From an optimization exercise on the open Yosys and OpenROAD flow, aimed at small area; shortcuts taken in it are not production practice. RTL that was checked went through simulation tests only; none was proved equivalent to the original. Power is estimated from default activity; no workload was simulated.

Design FIR_filter, start of the top module:
module FIR_filter #(parameter order = 10)(
	input logic clk,
	input logic reset,
	input logic x_valid,
	input logic signed [23:0] x,
	input logic [16*order - 1:0] h,
	output logic signed [39:0] y
);
export LEC_CHECK = 0
export CAP_MARGIN = 0
export CORE_MARGIN = 2
export CORE_UTILIZATION = 40
export CTS_BUF_LIST = sky130_fd_sc_hd__clkbuf_8
export CTS_CLUSTER_DIAMETER = 50
export CTS_CLUSTER_SIZE = 16
export SLEW_MARGIN = 0
export SYNTH_HIERARCHICAL = 1
create_clock -name core_clock -period 10.0 [get_ports {clk}]
standard.sh (not shown) runs the stock make flow with config.mk's settings and CLKGATE_MAP_FILE= SYNTH_SCRIPT=/design/flow/synth_recipe.tcl, a recipe that flattens the netlist after the stock synthesis.
==> flow/flow/run.sh <==
#!/bin/bash
# The standard layout, with three changes to how it is made:
#  - ports are buffered with the smallest buffer (buf_1) instead of the default choice;
#  - before floorplanning, combinational cells that synthesis upsized are set back to their
#    smallest size (downsize.tcl); the flow's timing repair upsizes again where needed;
#  - clock tree synthesis adds no dummy load cells.
# make's full output goes to flow_make.log; each step's log is under orfs/logs/.
set -euo pipefail
here=$(pwd)
bash standard.sh \
  "BUFFER_PORTS_ARGS=-buffer_cell sky130_fd_sc_hd__buf_1" \
  "PRE_FLOORPLAN_TCL=$here/flow/downsize.tcl" \
  "CTS_ARGS=-sink_clustering_enable -repair_clock_nets -sink_clustering_size 16 -sink_clustering_max_diameter 50 -buf_list sky130_fd_sc_hd__clkbuf_8 -dont_use_dummy_load" \
  finish > "$here/flow_make.log" 2>&1
==> flow/flow/downsize.tcl <==
# Set every combinational cell that is not a buffer, delay or clock cell to the smallest
# size of its kind (for example a22oi_2 -> a22oi_1). Sequential cells are left alone.
set db [ord::get_db]
set n 0
foreach inst [[ord::get_db_block] getInsts] {
  set master [$inst getMaster]
  set name [$master getName]
  if { ![regexp {^sky130_fd_sc_hd__([a-z0-9]+)_([0-9]+)$} $name -> base drive] } { continue }
  if { [regexp {^(df|edf|sdf|sedf|dl|clk|buf|dly|conb|tap|fill|decap|diode|probe|lpflow)} $base] } { continue }
  set best $master
  foreach d {0 1 2} {
    set cand [$db findMaster "sky130_fd_sc_hd__${base}_$d"]
    if { $cand ne "NULL" && [$cand getWidth] < [[set best] getWidth] } { set best $cand }
  }
  if { $best ne $master } {
    replace_cell [$inst getName] [$best getName]
    incr n
  }
}
puts "downsize.tcl: resized $n instances"
Next try:
--- a/flow/config.mk
+++ b/flow/config.mk
@@ -10 +10 @@
-export CORE_UTILIZATION = 40
+export CORE_UTILIZATION = 75
=>
- This time the run finished with negative setup slack left
- total power rises by 16%
- die area falls by 46%
- non-clock buffer count falls by 3
- final area falls by 2.0%
- sequential power rises by about 3%
- worst hold slack gets better by 0.0087 ns
- first-iteration DRC count rises to 3.0 times its value
- worst setup slack gets worse by 1.2 ns
Function was not checked in any run of this note: the RTL went through the layout flow alone.


FIR_filter, a different RTL version from the one above (not shown whole).
==> flow/config.mk <==
export PLATFORM = sky130hd
export DESIGN_NAME = FIR_filter
export DESIGN_NICKNAME = FIR_filter
export VERILOG_FILES = /design/flow/design.v
export SDC_FILE = /design/flow/constraint.sdc
export NUM_CORES = 4
export LEC_CHECK = 0
export CAP_MARGIN = 20
export CORE_MARGIN = 2
export CORE_UTILIZATION = 40
export CTS_BUF_LIST = sky130_fd_sc_hd__clkbuf_8
export CTS_CLUSTER_DIAMETER = 50
export CTS_CLUSTER_SIZE = 16
export SLEW_MARGIN = 20
export SYNTH_HIERARCHICAL = 1
==> flow/constraint.sdc <==
create_clock -name core_clock -period 10.0 [get_ports {clk}]
set_input_delay 2.0000 -clock core_clock [delete_from_list [all_inputs] [get_ports {clk}]]
set_output_delay 2.0000 -clock core_clock [all_outputs]
set_load 0.01 [all_outputs]
==> flow/flow/run.sh <==
#!/bin/bash
# The standard layout, with two changes to how it is made:
#  - ports are buffered with the smallest buffer (buf_1) instead of the default choice;
#  - before floorplanning, combinational cells that synthesis upsized are set back to their
#    smallest size (downsize.tcl); the flow's timing repair upsizes again where needed.
# make's full output goes to flow_make.log; each step's log is under orfs/logs/.
set -euo pipefail
here=$(pwd)
bash standard.sh \
  "BUFFER_PORTS_ARGS=-buffer_cell sky130_fd_sc_hd__buf_1" \
  "PRE_FLOORPLAN_TCL=$here/flow/downsize.tcl" \
  finish > "$here/flow_make.log" 2>&1
Scripts as last shown in full above: flow/flow/downsize.tcl
Rerun with:
==> flow/run.sh (new file) <==
#!/bin/bash
# synth_recipe.tcl (not shown) runs the flow's synth.tcl, then flattens the netlist and writes it again
# the make line also repeats each setting of config.mk as NAME=value (left out here)
make -C /OpenROAD-flow-scripts/flow DESIGN_CONFIG=/design/flow/config.mk WORK_HOME=/design/flow/orfs CLKGATE_MAP_FILE= SYNTH_SCRIPT=/design/flow/synth_recipe.tcl finish
CTS_BUF_LIST = sky130_fd_sc_hd__clkbuf_4   (was sky130_fd_sc_hd__clkbuf_8)
CTS_CLUSTER_DIAMETER = unset   (was 50)
CTS_CLUSTER_SIZE = unset   (was 16)
removed: flow/flow/run.sh
removed: flow/flow/downsize.tcl
removed: flow/standard.sh
Total power went up by 9.1%.
Global-route usage went down by 0.43 points.
Register-to-register slack loses 60 ps.
Critical path depth stays the same.
Sequential share of layout area went down by 4.3 points.
Combinational power went up by 10%.
Worst hold slack loses 49 ps.
Final cell count went up by 5.4%.
Die area went up by 5.8%.
Rerun with:
==> flow/flow/run.sh (new file) <==
#!/bin/bash
# The standard layout, with two changes to how it is made:
#  - ports are buffered with the smallest buffer (buf_1) instead of the default choice;
#  - before floorplanning, combinational cells that synthesis upsized are set back to their
#    smallest size (downsize.tcl); the flow's timing repair upsizes again where needed.
# make's full output goes to flow_make.log; each step's log is under orfs/logs/.
set -euo pipefail
here=$(pwd)
bash standard.sh \
  "BUFFER_PORTS_ARGS=-buffer_cell sky130_fd_sc_hd__buf_1" \
  "PRE_FLOORPLAN_TCL=$here/flow/downsize.tcl" \
  finish > "$here/flow_make.log" 2>&1
==> flow/flow/downsize.tcl (new file) <==
# Set every combinational cell that is not a buffer, delay or clock cell to the smallest
# size of its kind (for example a22oi_2 -> a22oi_1). Sequential cells are left alone.
set db [ord::get_db]
set n 0
foreach inst [[ord::get_db_block] getInsts] {
  set master [$inst getMaster]
  set name [$master getName]
  if { ![regexp {^sky130_fd_sc_hd__([a-z0-9]+)_([0-9]+)$} $name -> base drive] } { continue }
  if { [regexp {^(df|edf|sdf|sedf|dl|clk|buf|dly|conb|tap|fill|decap|diode|probe|lpflow)} $base] } { continue }
  set best $master
  foreach d {0 1 2} {
    set cand [$db findMaster "sky130_fd_sc_hd__${base}_$d"]
    if { $cand ne "NULL" && [$cand getWidth] < [[set best] getWidth] } { set best $cand }
  }
  if { $best ne $master } {
    replace_cell [$inst getName] [$best getName]
    incr n
  }
}
puts "downsize.tcl: resized $n instances"
==> flow/standard.sh (new file) <==
#!/bin/bash
# synth_recipe.tcl (not shown) runs the flow's synth.tcl, then flattens the netlist and writes it again
# the make line also repeats each setting of config.mk as NAME=value (left out here)
make -C /OpenROAD-flow-scripts/flow DESIGN_CONFIG=/design/flow/config.mk WORK_HOME=/design/flow/orfs CLKGATE_MAP_FILE= SYNTH_SCRIPT=/design/flow/synth_recipe.tcl "${@:-finish}"
CTS_CLUSTER_DIAMETER = 40   (was unset)
CTS_CLUSTER_SIZE = 10   (was unset)
removed: flow/run.sh
Routed wire length shrinks by 2.9%.
Global-route usage grows by 0.47 points.
Hold slack is better by 16 ps.
Total power came out lower by 8.6%.
Combinational power goes down by 9.4%.
Critical path depth stays the same.
Sequential share of layout area grows by 4.4 points.
Worst setup slack is better by 160 ps.
Clock-buffer cell count shrinks by 61.


## red
Another version of the RTL of FIR_filter (not shown whole).
## FIR_filter
module FIR_filter #(parameter order = 10)(
	input logic clk,
	input logic reset,
	input logic x_valid,
	input logic signed [23:0] x,
	input logic [16*order - 1:0] h,
	output logic signed [39:0] y
);
clock: 10.0 ns
lec_check: 0
cap_margin: 0
core_margin: 2
core_utilization: 40
cts_buf_list: sky130_fd_sc_hd__clkbuf_8
cts_cluster_diameter: 50
cts_cluster_size: 16
slew_margin: 0
synth_hierarchical: 1
==> flow/flow/run.sh <==
#!/bin/bash
# The standard layout, with three changes to how it is made:
#  - ports are buffered with the smallest buffer (buf_1) instead of the default choice;
#  - before floorplanning, combinational cells that synthesis upsized are set back to their
#    smallest size (downsize.tcl); the flow's timing repair upsizes again where needed;
#  - clock tree synthesis adds no dummy load cells.
# make's full output goes to flow_make.log; each step's log is under orfs/logs/.
set -euo pipefail
here=$(pwd)
bash standard.sh \
  "BUFFER_PORTS_ARGS=-buffer_cell sky130_fd_sc_hd__buf_1" \
  "PRE_FLOORPLAN_TCL=$here/flow/downsize.tcl" \
  "CTS_ARGS=-sink_clustering_enable -repair_clock_nets -sink_clustering_size 16 -sink_clustering_max_diameter 50 -buf_list sky130_fd_sc_hd__clkbuf_8 -dont_use_dummy_load" \
  finish > "$here/flow_make.log" 2>&1
==> flow/flow/downsize.tcl <==
# Set every combinational cell that is not a buffer, delay or clock cell to the smallest
# size of its kind (for example a22oi_2 -> a22oi_1). Sequential cells are left alone.
set db [ord::get_db]
set n 0
foreach inst [[ord::get_db_block] getInsts] {
  set master [$inst getMaster]
  set name [$master getName]
  if { ![regexp {^sky130_fd_sc_hd__([a-z0-9]+)_([0-9]+)$} $name -> base drive] } { continue }
  if { [regexp {^(df|edf|sdf|sedf|dl|clk|buf|dly|conb|tap|fill|decap|diode|probe|lpflow)} $base] } { continue }
  set best $master
  foreach d {0 1 2} {
    set cand [$db findMaster "sky130_fd_sc_hd__${base}_$d"]
    if { $cand ne "NULL" && [$cand getWidth] < [[set best] getWidth] } { set best $cand }
  }
  if { $best ne $master } {
    replace_cell [$inst getName] [$best getName]
    incr n
  }
}
puts "downsize.tcl: resized $n instances"
[inputs] blue vs red
--- a/flow/flow/run.sh
+++ b/flow/flow/run.sh
@@ -2 +2 @@
-# The standard layout, with three changes to how it is made:
+# The standard layout, with two changes to how it is made:
@@ -5,2 +5 @@
-#    smallest size (downsize.tcl); the flow's timing repair upsizes again where needed;
-#  - clock tree synthesis adds no dummy load cells.
+#    smallest size (downsize.tcl); the flow's timing repair upsizes again where needed.
@@ -13 +11,0 @@
-  "CTS_ARGS=-sink_clustering_enable -repair_clock_nets -sink_clustering_size 16 -sink_clustering_max_diameter 50 -buf_list sky130_fd_sc_hd__clkbuf_8 -dont_use_dummy_load" \
--- outcome ---
blue closes out successfully: all stages finished, all timing, DRC and antenna checks passed.
red and blue ended up with roughly the same met1 routed wirelength after detailed routing.
As far as total wire length is concerned, red and blue perform about the same.
blue vs. red: minimum clock period after layout dropped 0.045 ns; worst-margin pin slew climbed 0.014 ns; ratio of total power to cell area climbed 1.8%.
On largest voltage drop on the vdd net, red loses to blue.


Another version of the RTL of FIR_filter (not shown whole).
Size in the first run: ~1400 cells after synthesis, about 230 I/O pins.
clock: 10.0 ns
lec_check: 0
cap_margin: 0
core_margin: 2
core_utilization: 60
cts_buf_list: sky130_fd_sc_hd__clkbuf_8
cts_cluster_diameter: 50
cts_cluster_size: 16
slew_margin: 0
synth_hierarchical: 1
==> flow/flow/run.sh <==
#!/bin/bash
# The standard layout, with three changes to how it is made:
#  - ports are buffered with the smallest buffer (buf_1) instead of the default choice;
#  - before floorplanning, combinational cells that synthesis upsized are set back to their
#    smallest size (downsize.tcl); the flow's timing repair upsizes again where needed;
#  - clock tree synthesis adds no dummy load cells.
# make's full output goes to flow_make.log; each step's log is under orfs/logs/.
set -euo pipefail
here=$(pwd)
bash standard.sh \
  "BUFFER_PORTS_ARGS=-buffer_cell sky130_fd_sc_hd__buf_1" \
  "PRE_FLOORPLAN_TCL=$here/flow/downsize.tcl" \
  "CTS_ARGS=-sink_clustering_enable -repair_clock_nets -sink_clustering_size 20 -sink_clustering_max_diameter 70 -buf_list sky130_fd_sc_hd__clkbuf_8 -dont_use_dummy_load" \
  finish > "$here/flow_make.log" 2>&1
Scripts as last shown in full above: flow/flow/downsize.tcl
Next try:
--- a/flow/flow/run.sh
+++ b/flow/flow/run.sh
@@ -4,3 +4,3 @@
 #  - before floorplanning, combinational cells that synthesis upsized are set back to their
-#    smallest size (downsize.tcl); the flow's timing repair upsizes again where needed;
+#    smallest size, or size 2 for high fanout (downsize.tcl); timing repair resizes again as needed;
 #  - clock tree synthesis adds no dummy load cells.
==> flow/flow/downsize.tcl (replaced) <==
# Size every combinational cell that is not a buffer, delay or clock cell by its fanout: the
# smallest size of its kind (for example a22oi_2 -> a22oi_1), or size 2 when its output drives
# FANOUT_BIG or more pins. Sequential cells are left alone. The flow's timing repair resizes
# again where needed.
set FANOUT_BIG 10
set db [ord::get_db]
set n 0
foreach inst [[ord::get_db_block] getInsts] {
  set master [$inst getMaster]
  set name [$master getName]
  if { ![regexp {^sky130_fd_sc_hd__([a-z0-9]+)_([0-9]+)$} $name -> base drive] } { continue }
  if { [regexp {^(df|edf|sdf|sedf|dl|clk|buf|dly|conb|tap|fill|decap|diode|probe|lpflow)} $base] } { continue }
  set fanout 0
  foreach it [$inst getITerms] {
    if { [$it isOutputSignal] && [$it getNet] ne "NULL" } {
      set fanout [expr { $fanout + [llength [[$it getNet] getITerms]] - 1 + [llength [[$it getNet] getBTerms]] }]
    }
  }
  set best $master
  if { $fanout >= $FANOUT_BIG } {
    set cand [$db findMaster "sky130_fd_sc_hd__${base}_2"]
    if { $cand ne "NULL" } { set best $cand }
  } else {
    foreach d {0 1 2} {
      set cand [$db findMaster "sky130_fd_sc_hd__${base}_$d"]
      if { $cand ne "NULL" && [$cand getWidth] < [[set best] getWidth] } { set best $cand }
    }
  }
  if { $best ne $master } {
    replace_cell [$inst getName] [$best getName]
    incr n
  }
}
puts "downsize.tcl: resized $n instances"
--- a/flow/config.mk
+++ b/flow/config.mk
@@ -10,5 +10,2 @@
 export CORE_UTILIZATION = 60
-export CTS_BUF_LIST = sky130_fd_sc_hd__clkbuf_8
-export CTS_CLUSTER_DIAMETER = 50
-export CTS_CLUSTER_SIZE = 16
 export SLEW_MARGIN = 0
What happened: Flip-flop and latch count is unchanged. Total power fell slightly. Worst setup slack degrades by 350 ps. Cell area is higher slightly. Die area is higher slightly. First-iteration DRC count decreases by a little under a tenth. Global-route usage hardly moves.
Next try:
--- a/flow/flow/run.sh
+++ b/flow/flow/run.sh
@@ -4,3 +4,3 @@
 #  - before floorplanning, combinational cells that synthesis upsized are set back to their
-#    smallest size, or size 2 for high fanout (downsize.tcl); timing repair resizes again as needed;
+#    smallest size (downsize.tcl); the flow's timing repair upsizes again where needed;
 #  - clock tree synthesis adds no dummy load cells.
==> flow/flow/downsize.tcl (replaced) <==
# Set every combinational cell that is not a buffer, delay or clock cell to the smallest
# size of its kind (for example a22oi_2 -> a22oi_1). Sequential cells are left alone.
set db [ord::get_db]
set n 0
foreach inst [[ord::get_db_block] getInsts] {
  set master [$inst getMaster]
  set name [$master getName]
  if { ![regexp {^sky130_fd_sc_hd__([a-z0-9]+)_([0-9]+)$} $name -> base drive] } { continue }
  if { [regexp {^(df|edf|sdf|sedf|dl|clk|buf|dly|conb|tap|fill|decap|diode|probe|lpflow)} $base] } { continue }
  set best $master
  foreach d {0 1 2} {
    set cand [$db findMaster "sky130_fd_sc_hd__${base}_$d"]
    if { $cand ne "NULL" && [$cand getWidth] < [[set best] getWidth] } { set best $cand }
  }
  if { $best ne $master } {
    replace_cell [$inst getName] [$best getName]
    incr n
  }
}
puts "downsize.tcl: resized $n instances"
Outcome: The new run ran to the end with no violations. Sequential power stays flat. Routed wire length falls slightly. Setup slack gains 350 ps.


RTL: one of the versions met above, not the one the previous note started from.
For scale: about 1600 cells after synthesis.
Settings: LEC_CHECK=0, CAP_MARGIN=20, CORE_MARGIN=2, CORE_UTILIZATION=40, SLEW_MARGIN=20, SYNTH_HIERARCHICAL=1; clock period 10.0 ns.
==> flow/flow/run.sh <==
#!/bin/bash
# The standard layout, with two changes to how it is made:
#  - ports are buffered with the smallest buffer (buf_1) instead of the default choice;
#  - before floorplanning, combinational cells that synthesis upsized are set back to their
#    smallest size (downsize.tcl); the flow's timing repair upsizes again where needed.
# make's full output goes to flow_make.log; each step's log is under orfs/logs/.
set -euo pipefail
here=$(pwd)
bash standard.sh \
  "BUFFER_PORTS_ARGS=-buffer_cell sky130_fd_sc_hd__buf_1" \
  "PRE_FLOORPLAN_TCL=$here/flow/downsize.tcl" \
  finish > "$here/flow_make.log" 2>&1
==> flow/flow/downsize.tcl <==
# Set every combinational cell that is not a buffer, delay or clock cell to the smallest
# size of its kind (for example a22oi_2 -> a22oi_1). Sequential cells are left alone.
set db [ord::get_db]
set n 0
foreach inst [[ord::get_db_block] getInsts] {
  set master [$inst getMaster]
  set name [$master getName]
  if { ![regexp {^sky130_fd_sc_hd__([a-z0-9]+)_([0-9]+)$} $name -> base drive] } { continue }
  if { [regexp {^(df|edf|sdf|sedf|dl|clk|buf|dly|conb|tap|fill|decap|diode|probe|lpflow)} $base] } { continue }
  set best $master
  foreach d {0 1 2} {
    set cand [$db findMaster "sky130_fd_sc_hd__${base}_$d"]
    if { $cand ne "NULL" && [$cand getWidth] < [[set best] getWidth] } { set best $cand }
  }
  if { $best ne $master } {
    replace_cell [$inst getName] [$best getName]
    incr n
  }
}
puts "downsize.tcl: resized $n instances"
The first run passed the timing, DRC and antenna checks.
Next try:
==> flow/run.sh (new file) <==
#!/bin/bash
# synth_recipe.tcl (not shown) runs the flow's synth.tcl, then flattens the netlist and writes it again
# the make line also repeats each setting of config.mk as NAME=value (left out here)
make -C /OpenROAD-flow-scripts/flow DESIGN_CONFIG=/design/flow/config.mk WORK_HOME=/design/flow/orfs CLKGATE_MAP_FILE= SYNTH_SCRIPT=/design/flow/synth_recipe.tcl finish
removed: flow/flow/run.sh
removed: flow/flow/downsize.tcl
removed: flow/standard.sh
Outcome: The new run finished clean; fmax decreases by about 2.4%; count of clock-buffer cells in the layout decreases by 12; sequential power is about the same; final cell count increases by 1.4%; global-route usage decreases by 0.82 points; worst hold slack degrades by 0.018 ns; synthesized cell count does not change.

[static timing again, ports no longer ideal]
How much do the figures lean on ideal ports? The routed layouts below were timed once more, with nothing changed but the port constraints.
Step 1 sets driving cells, clkbuf_16 on the clock port and buf_2 on the other inputs (assumed; they add their load-dependent delay and slew).
Step 2, shift: input delay + t, output delay - t, t = (earliest + latest rising clock arrival at the registers) / 2. This alone moves slack from input paths to output paths.
Slacks: no drivers / after step 1 / after step 2; pairs: no drivers / after step 1.
run | t, ns | setup WS [ns] | worst setup path at the end | cell pins on the clock port's net
the first run of note 1 | 0.625 | 1.160 / 1.184 / 0.558 | input to register | 1
the second run of note 1 | 0.625 | -0.019 / 0.009 / -0.617 | input to register | 1
the first run of note 2 | 0.643 | 1.749 / 1.749 / 1.749 | register to register | 1
the second run of note 2 | 0.846 | 1.692 / 1.692 / 1.692 | register to register | 1
the third run of note 2 | 0.841 | 1.851 / 1.851 / 1.851 | register to register | 1
red | 0.628 | 1.377 / 1.407 / 0.779 | input to register | 1
blue | 0.669 | 1.422 / 1.452 / 0.782 | input to register | 1
the first run of note 4 | 0.590 | 1.234 / 1.263 / 0.673 | input to register | 1
the second run of note 4 | 0.577 | 0.888 / 0.912 / 0.336 | input to register | 1
the third run of note 4 | 0.590 | 1.234 / 1.263 / 0.673 | input to register | 1
the first run of note 5 | 0.606 | 1.872 / 1.872 / 1.872 | register to register | 1
the second run of note 5 | 0.618 | 1.675 / 1.675 / 1.675 | register to register | 1
For blue, which loses most, drivers alone change the setup slack by +0.030 ns; drivers and shift together by -0.640 ns.
